Source: an optimization exercise on an open RTL-to-GDS flow (aim: small area, a short achievable clock period and few clock cycles per item). Production flows keep margins and buffers that such runs may drop.
The RTL was checked by simulation tests, not by an equivalence proof against the original design.
No driver is modelled on the clock port, so clock power and skew are understated where the tree is cut down; a real chip needs a root buffer or a tree.
No activity file was given, so power comes from the tool's default toggle rates.

Design reorder, start of the top module:
module reorder(
    input  wire clk,
    input  wire rst,
    output wire  [9:0] granule_ch0_read_addr,
    input  wire [17:0] granule_ch0_read_data,
    output wire        granule_ch0_write_enable,
    output wire  [9:0] granule_ch0_write_addr,
    output wire [17:0] granule_ch0_write_data,
    output wire  [9:0] granule_ch1_read_addr,
    input  wire [17:0] granule_ch1_read_data,
    output wire        granule_ch1_write_enable,
    output wire  [9:0] granule_ch1_write_addr,
    output wire [17:0] granule_ch1_write_data,
    input  wire  [1:0] header_sampling_frequency,
    input  wire  [1:0] sideinfo_ch0_block_type,
    input  wire        sideinfo_ch0_window_switching_flag,
    input  wire        sideinfo_ch0_mixed_block_flag,
    input  wire  [1:0] sideinfo_ch1_block_type,
    input  wire        sideinfo_ch1_window_switching_flag,
    input  wire        sideinfo_ch1_mixed_block_flag,
    input  wire        stage_ready,
    output wire        stage_done
    );
clock: 4.0 ns
lec_check: 0
abc_area: 1
cap_margin: 20
core_margin: 2
core_utilization: 40
place_density: 0.6
setup_slack_margin: 2.1
slew_margin: 20
standard.sh (not shown) runs the stock make flow with config.mk's settings and CLKGATE_MAP_FILE= SYNTH_SCRIPT=/design/flow/synth_recipe.tcl, a recipe that flattens the netlist after the stock synthesis.
==> flow/flow/run.sh <==
#!/bin/bash
# Standard layout, with four changes: the smallest buffer on the ports,
# an ABC mapping script of its own (flow/abc_area.script),
# adders left to ABC (no full/half-adder cells), and a clock tree of one
# level of clock buffers (flow/cts_one_buffer.tcl) in place of TritonCTS.
set -euo pipefail
rm -rf scripts
cp -r "$FLOW_HOME/scripts" scripts
cp flow/abc_area.script scripts/abc_area.script
python3 - <<'PY'
p = 'scripts/cts.tcl'
s = open(p).read()
old = 'log_cmd clock_tree_synthesis {*}$cts_args'
assert old in s
s = s.replace(old, 'source $::env(ONE_CTS_TCL)')
open(p, 'w').write(s)
PY
export SCRIPTS_DIR="$PWD/scripts"
export ONE_CTS_TCL="$PWD/flow/cts_one_buffer.tcl"
export ONE_CLKPORT=clk
export ONE_CLKBUF=sky130_fd_sc_hd__clkbuf_16
export ONE_CLKGROUPS=2
export BUFFER_PORTS_ARGS="-buffer_cell sky130_fd_sc_hd__buf_1"
export ADDER_MAP_FILE=
bash standard.sh > standard.log 2>&1
==> flow/flow/abc_area.script <==
strash
dc2
dch
dch
map -B 0.9
topo
stime -c
buffer -c
upsize -c
dnsize -c
Other scripts of this flow, unchanged in this note and not shown: flow/flow/cts_one_buffer.tcl
The first run ran to the end with no violations.
Testbench counts at the start, summed over its fixed seeds: cycles 73,728, granules 128.
Next try:
==> flow/flow/abc_area.script (replaced) <==
strash
dch
dch
map -B 0.9
topo
stime -c
buffer -c
upsize -c
dnsize -c
--- a/flow/config.mk
+++ b/flow/config.mk
@@ -10,4 +10,4 @@
 export CORE_MARGIN = 2
-export CORE_UTILIZATION = 40
-export PLACE_DENSITY = 0.6
+export CORE_UTILIZATION = 70
+export PLACE_DENSITY = 0.85
 export SETUP_SLACK_MARGIN = 2.1
Total power falls by 3.0%. Clock power barely changes. Setup slack gets better by 0.0080 ns. Cell area goes down by 2.8%. Combinational power shrinks by 12%. Fmax came out higher by 0.44%. First-iteration DRC count increases by 59%. Flip-flop and latch count stays the same. Critical path depth stays the same. Sequential power fell by about 0.9%. Synthesized area rose by 0.44%.
Next try:
--- a/flow/config.mk
+++ b/flow/config.mk
@@ -10,4 +10,5 @@
 export CORE_MARGIN = 2
-export CORE_UTILIZATION = 70
-export PLACE_DENSITY = 0.85
+export CORE_UTILIZATION = 60
+export GPL_ROUTABILITY_DRIVEN = 0
+export PLACE_DENSITY = 0.8
 export SETUP_SLACK_MARGIN = 2.1
What happened: Power drops by 0.32%. Clock skew is about the same. Synthesized cell count stays the same.
Next try:
--- a/flow/flow/run.sh
+++ b/flow/flow/run.sh
@@ -1,4 +1,3 @@
 #!/bin/bash
-# Standard layout, with four changes: the smallest buffer on the ports,
-# an ABC mapping script of its own (flow/abc_area.script),
+# Standard layout, with three changes: the smallest buffer on the ports,
 # adders left to ABC (no full/half-adder cells), and a clock tree of one
@@ -8,3 +7,2 @@
 cp -r "$FLOW_HOME/scripts" scripts
-cp flow/abc_area.script scripts/abc_area.script
 python3 - <<'PY'
--- a/flow/config.mk
+++ b/flow/config.mk
@@ -10,5 +10,4 @@
 export CORE_MARGIN = 2
-export CORE_UTILIZATION = 60
-export GPL_ROUTABILITY_DRIVEN = 0
-export PLACE_DENSITY = 0.8
+export CORE_UTILIZATION = 40
+export PLACE_DENSITY = 0.6
 export SETUP_SLACK_MARGIN = 2.1
removed: flow/flow/abc_area.script
Outcome: Final area went up by 7.0%. Worst setup slack got worse by 0.023 ns. Via count is about the same. Power went up by 3.6%. Utilization went down by 19 points.
In every run of this note, the design's own scripts or RTL, not TritonCTS, make the clock network.

-- re-timing with driven ports --
The flow's constraints put no driver on any port. The routed layouts listed below were extracted and timed again, unchanged, in two steps.
Step 1 sets driving cells, clkbuf_16 on the clock port and buf_2 on the other inputs (assumed; they add their load-dependent delay and slew).
Step 2 also shifts input and output timing later by t, the mid clock arrival at the registers, as if the neighbouring blocks saw the same clock.
a / b / c = no drivers / after step 1 / after step 2; a / b = the first two.
run	t, ns	slack for setup (ns)	hold slack, ns
the first run	0.203	2.160 / 2.112 / 2.096	0.394 / 0.394 / 0.394
the second run	0.200	2.168 / 2.122 / 2.203	0.359 / 0.359 / 0.359
the third run	0.202	2.196 / 2.148 / 2.197	0.361 / 0.361 / 0.361
the fourth run	0.205	2.173 / 2.123 / 2.224	0.358 / 0.358 / 0.358
After both steps setup and hold are still met in every run listed. The setup slack of the first run, which loses most, moves by -0.048 ns with the drivers and by -0.064 ns with both steps.
